Source: an optimization exercise on an open RTL-to-GDS flow (aim: small area and a short achievable clock period). Production flows keep margins and buffers that such runs may drop. RTL that was checked went through simulation tests only; none was proved equivalent to the original. Power and IR drop assume default switching activity.

Design CPU, start of the top module:
module CPU(
    input clock,
    input Load,
    input reset,
    input [7:0] data_in,
    output [7:0] Instruction,
    output [7:0] Acc,
    output [7:0] Mem,
    output [4:0] Program_counter
    );
clock: 6.2 ns
lec_check: 0
cap_margin: 20
core_margin: 2
core_utilization: 70
cts_cluster_diameter: 80
cts_cluster_size: 24
setup_slack_margin: 3.8
slew_margin: 20
standard.sh (not shown) runs the stock make flow with config.mk's settings and CLKGATE_MAP_FILE= SYNTH_SCRIPT=/design/flow/synth_recipe.tcl, a recipe that flattens the netlist after the stock synthesis.
==> flow/flow/run.sh <==
#!/bin/bash
# Layout: the standard ORFS flow, with the port buffers made plain buffers
# (buf_2) instead of the cell buffer_ports picks by default (a delay cell),
# and clock tree synthesis without dummy balancing loads.
set -euo pipefail
bash standard.sh BUFFER_PORTS_ARGS="-buffer_cell sky130_fd_sc_hd__buf_2" \
  CTS_ARGS="-sink_clustering_enable -repair_clock_nets -sink_clustering_size 27 -sink_clustering_max_diameter 90 -dont_use_dummy_load" \
  finish > flow_standard.log 2>&1
Change:
==> flow/flow/run.sh (replaced) <==
#!/bin/bash
# Layout: the standard ORFS flow, with the port buffers made plain buffers
# (buf_4) instead of the cell buffer_ports picks by default (a delay cell).
set -euo pipefail
bash standard.sh BUFFER_PORTS_ARGS="-buffer_cell sky130_fd_sc_hd__buf_4" finish > flow_standard.log 2>&1
CORE_UTILIZATION = 55   (was 70)
Effect: The changed run passed the timing, design-rule and antenna checks. Wire length went up by 7.5%. Setup slack is worse by 40 ps. Critical path depth is unchanged. Via count is lower by 0.68%. Synthesized area does not change. Non-clock buffer count grows by 17.
Change:
==> flow/flow/run.sh (replaced) <==
#!/bin/bash
set -euo pipefail
bash standard.sh BUFFER_PORTS_ARGS="-buffer_cell sky130_fd_sc_hd__buf_2" \
  CTS_ARGS="-sink_clustering_enable -repair_clock_nets -sink_clustering_size 24 -sink_clustering_max_diameter 80 -sink_clustering_levels 2" \
  finish > flow_standard.log 2>&1
CORE_UTILIZATION = 70   (was 55)
Total power goes down by 0.35%.
Sequential share of layout area rose by 1.3 points.
Utilization grows by 15 points.
Final area fell by 1.8%.
Combinational power is lower by 14%.

v31:
The RTL this note starts from:
==> flow/design.v <==
`timescale 1ns / 1ps
module CPU(
    input clock,
    input Load,
    input reset,
    input [7:0] data_in,
    output [7:0] Instruction,
    output [7:0] Acc,
    output [7:0] Mem,
    output [4:0] Program_counter
    );
    reg [7:0] ir;        
    reg [3:0] rda;       
    reg [7:0] rdb;       
    reg [4:0] pc;
    reg [4:0] mar;       
    reg [2:0] xop;       
    reg       run;
    reg [7:0] acc;
    reg [7:0] mdr;       
    reg [31:0] vld;      
    reg [255:0] mem;     
    reg       pv;        
    reg [4:0] pa;        
    wire [2:0] op = ir[7:5];
    wire [4:0] ad = ir[4:0];
    wire issue = ~Load & (|op);
    wire xalu = xop[2] ^ xop[1];             
    wire xsto = xop == 3'b110;
    wire acc_we = run & ~Load & xalu;
    wire mem_we = run & ~Load & xsto;
    wire [7:0] a = acc;
    wire [7:0] b = mdr;
    wire [7:0] p = a ^ b;
    wire [7:0] g = a & b;
    wire [7:0] o = a | b;
    wire [7:0] g1, p1, g2, p2, g3;
    genvar i;
    generate
        for (i = 0; i < 8; i = i + 1) begin : l1
            if (i % 2 == 1) begin : m
                assign g1[i] = g[i] | (p[i] & g[i-1]);
                assign p1[i] = p[i] & p[i-1];
            end else begin : k
                assign g1[i] = g[i];
                assign p1[i] = p[i];
            end
        end
        for (i = 0; i < 8; i = i + 1) begin : l2
            if (i % 4 >= 2) begin : m
                assign g2[i] = g1[i] | (p1[i] & g1[(i/4)*4+1]);
                assign p2[i] = p1[i] & p1[(i/4)*4+1];
            end else begin : k
                assign g2[i] = g1[i];
                assign p2[i] = p1[i];
            end
        end
        for (i = 0; i < 8; i = i + 1) begin : l3
            if (i >= 4) begin : m
                assign g3[i] = g2[i] | (p2[i] & g2[3]);
            end else begin : k
                assign g3[i] = g2[i];
            end
        end
    endgenerate
    wire [7:0] sum = p ^ {g3[6:0], 1'b0};
    reg [7:0] alu;
    always @(*) begin
        case ({xop[2], xop[0]})
            2'b00: alu = sum;    
            2'b01: alu = g;      
            2'b10: alu = p;      
            default: alu = b;    
        endcase
    end
    wire z_add = ~p[0] & (&(p[7:1] ~^ o[6:0]));
    reg zalu;
    always @(*) begin
        case ({xop[2], xop[0]})
            2'b00: zalu = z_add;
            2'b01: zalu = ~|g;
            2'b10: zalu = ~|p;
            default: zalu = ~|b;
        endcase
    end
    wire zero = xalu ? zalu : ~|a;
    wire [31:0] rsel;
    wire [7:0] rdata;
    generate
        for (i = 0; i < 32; i = i + 1) begin : rs
            assign rsel[i] = rda[i % 4] & rdb[i / 4] & vld[i];
        end
        for (i = 0; i < 8; i = i + 1) begin : rb
            wire [31:0] t;
            genvar j;
            for (j = 0; j < 32; j = j + 1) begin : w
                assign t[j] = rsel[j] & mem[8*j + i];
            end
            wire r1b = rda[3] & rdb[6] & ~vld[27];
            wire r1c = rda[0] & rdb[7] & ~vld[28];
            assign rdata[i] = (|t) | r1b | ((i % 2 == 1) ? r1c : 1'b0);
        end
    endgenerate
    wire fwd = mem_we & (mar == ad);        
    wire pfwd = pv & (pa == ad);            
    always @(posedge clock or posedge reset) begin
        if (reset) begin
            ir  <= 8'd0;
            rda <= 4'b0001;
            rdb <= 8'b00000001;
            pc  <= 5'd0;
            mar <= 5'd0;
            xop <= 3'd0;
            run <= 1'b0;
            acc <= 8'd0;
            mdr <= 8'd0;
            vld <= 32'd0;
        end else begin
            ir  <= data_in;
            rda <= 4'b1 << data_in[1:0];
            rdb <= 8'b1 << data_in[4:2];
            run <= issue;
            if (issue) begin
                mar <= ad;
                xop <= op;
                if (op == 3'b111)
                    pc <= ad;
                else if (op == 3'b001 && zero)
                    pc <= pc + 5'd2;
                else
                    pc <= pc + 5'd1;
                mdr <= (fwd | pfwd) ? acc : rdata;
            end else if (mem_we) begin
                mdr <= acc;
            end
            if (acc_we)
                acc <= alu;
            vld <= vld | wsel;
        end
    end
    always @(posedge clock or posedge reset) begin
        if (reset)
            pv <= 1'b0;
        else
            pv <= mem_we;
    end
    always @(posedge clock) begin
        pa <= mar;
    end
    wire [3:0] wra = 4'b1 << pa[1:0];
    wire [7:0] wrb = 8'b1 << pa[4:2];
    wire [31:0] wsel;
    generate
        for (i = 0; i < 32; i = i + 1) begin : ws
            assign wsel[i] = pv & wra[i % 4] & wrb[i / 4];
            always @(posedge clock) begin
                if (wsel[i])
                    mem[8*i +: 8] <= acc;
            end
        end
    endgenerate
    assign Instruction = ir;
    assign Acc = acc;
    assign Mem = mdr;
    assign Program_counter = pc;
endmodule
clock: 6.2 ns
lec_check: 0
cap_margin: 20
core_margin: 2
core_utilization: 70
cts_cluster_diameter: 80
cts_cluster_size: 24
place_density: 0.8
setup_slack_margin: 3.8
slew_margin: 20
==> flow/flow/run.sh <==
#!/bin/bash
# Layout: the standard ORFS flow, with the port buffers made plain buffers
# (buf_2) instead of the cell buffer_ports picks by default (a delay cell).
set -euo pipefail
bash standard.sh BUFFER_PORTS_ARGS="-buffer_cell sky130_fd_sc_hd__buf_2" finish > flow_standard.log 2>&1
The inputs of v11 differ from those of v31 as listed below.
# v31
export LEC_CHECK = 0
export CAP_MARGIN = 20
export CORE_MARGIN = 2
export CORE_UTILIZATION = 70
export CTS_CLUSTER_DIAMETER = 80
export CTS_CLUSTER_SIZE = 24
export PLACE_DENSITY = 0.8
export SETUP_SLACK_MARGIN = 3.8
export SLEW_MARGIN = 20
create_clock -name core_clock -period 6.2 [get_ports {clock}]
# v11
export LEC_CHECK = 0
export CAP_MARGIN = 20
export CORE_MARGIN = 2
export CORE_UTILIZATION = 70
export CTS_CLUSTER_DIAMETER = 80
export CTS_CLUSTER_SIZE = 24
export SETUP_SLACK_MARGIN = 3.8
export SLEW_MARGIN = 20
create_clock -name core_clock -period 6.2 [get_ports {clock}]
Notes after the runs:
Internal power component went down slightly going from v31 to v11.
Wire: v11 routes more than v31
v31 has a higher final critical-path required period than v11.
Any difference in count of placed standard cells including taps between v11 and v31 is small enough to ignore.
Compared with v31, number of signal-net buffers in the layout in v11 increased slightly.
Compared to v31, v11 has design area about 0.5% higher.
Function was not checked in any run of this note: the RTL went through the layout flow alone.

==> what the ideal ports hide <==
The flow's constraints put no driver on any port. The routed layouts listed below were extracted and timed again, unchanged, in two steps. Step 1 (the two cells are an assumption about what drives the block):
set clk [get_ports {clock}]
set_driving_cell -lib_cell sky130_fd_sc_hd__clkbuf_16 $clk
set_driving_cell -lib_cell sky130_fd_sc_hd__buf_2 [delete_from_list [all_inputs] $clk]
Step 2 times the ports against the registers' clock, not the clock port: input delays grow and output delays shrink by t, the midpoint of the rising clock arrivals with the driver on. Slacks: no drivers / after step 1 / after step 2; pairs: no drivers / after step 1.
| run | t, ns | setup WS [ns] | worst hold slack (ns) | worst setup path at the end | worst register clock-pin slew, ns |
|---|---|---|---|---|---|
| the first run of note 1 | 0.542 | 3.741 / 3.693 / 3.416 | 0.416 / 0.416 / 0.416 | input to register | 0.10 / 0.10 |
| the second run of note 1 | 0.564 | 3.701 / 3.650 / 3.386 | 0.423 / 0.423 / 0.423 | input to register | 0.10 / 0.10 |
| the third run of note 1 | 0.557 | 3.739 / 3.687 / 3.420 | 0.417 / 0.417 / 0.417 | input to register | 0.10 / 0.10 |
| v31 | 0.550 | 3.532 / 3.532 / 3.395 | 0.429 / 0.429 / 0.429 | input to register | 0.10 / 0.10 |
| v11 | 0.554 | 3.647 / 3.628 / 3.389 | 0.421 / 0.421 / 0.421 | input to register | 0.10 / 0.10 |
After both steps every run listed still meets setup and hold. For the first run of note 1, which loses most, drivers alone change the setup slack by -0.048 ns; drivers and shift together by -0.325 ns.
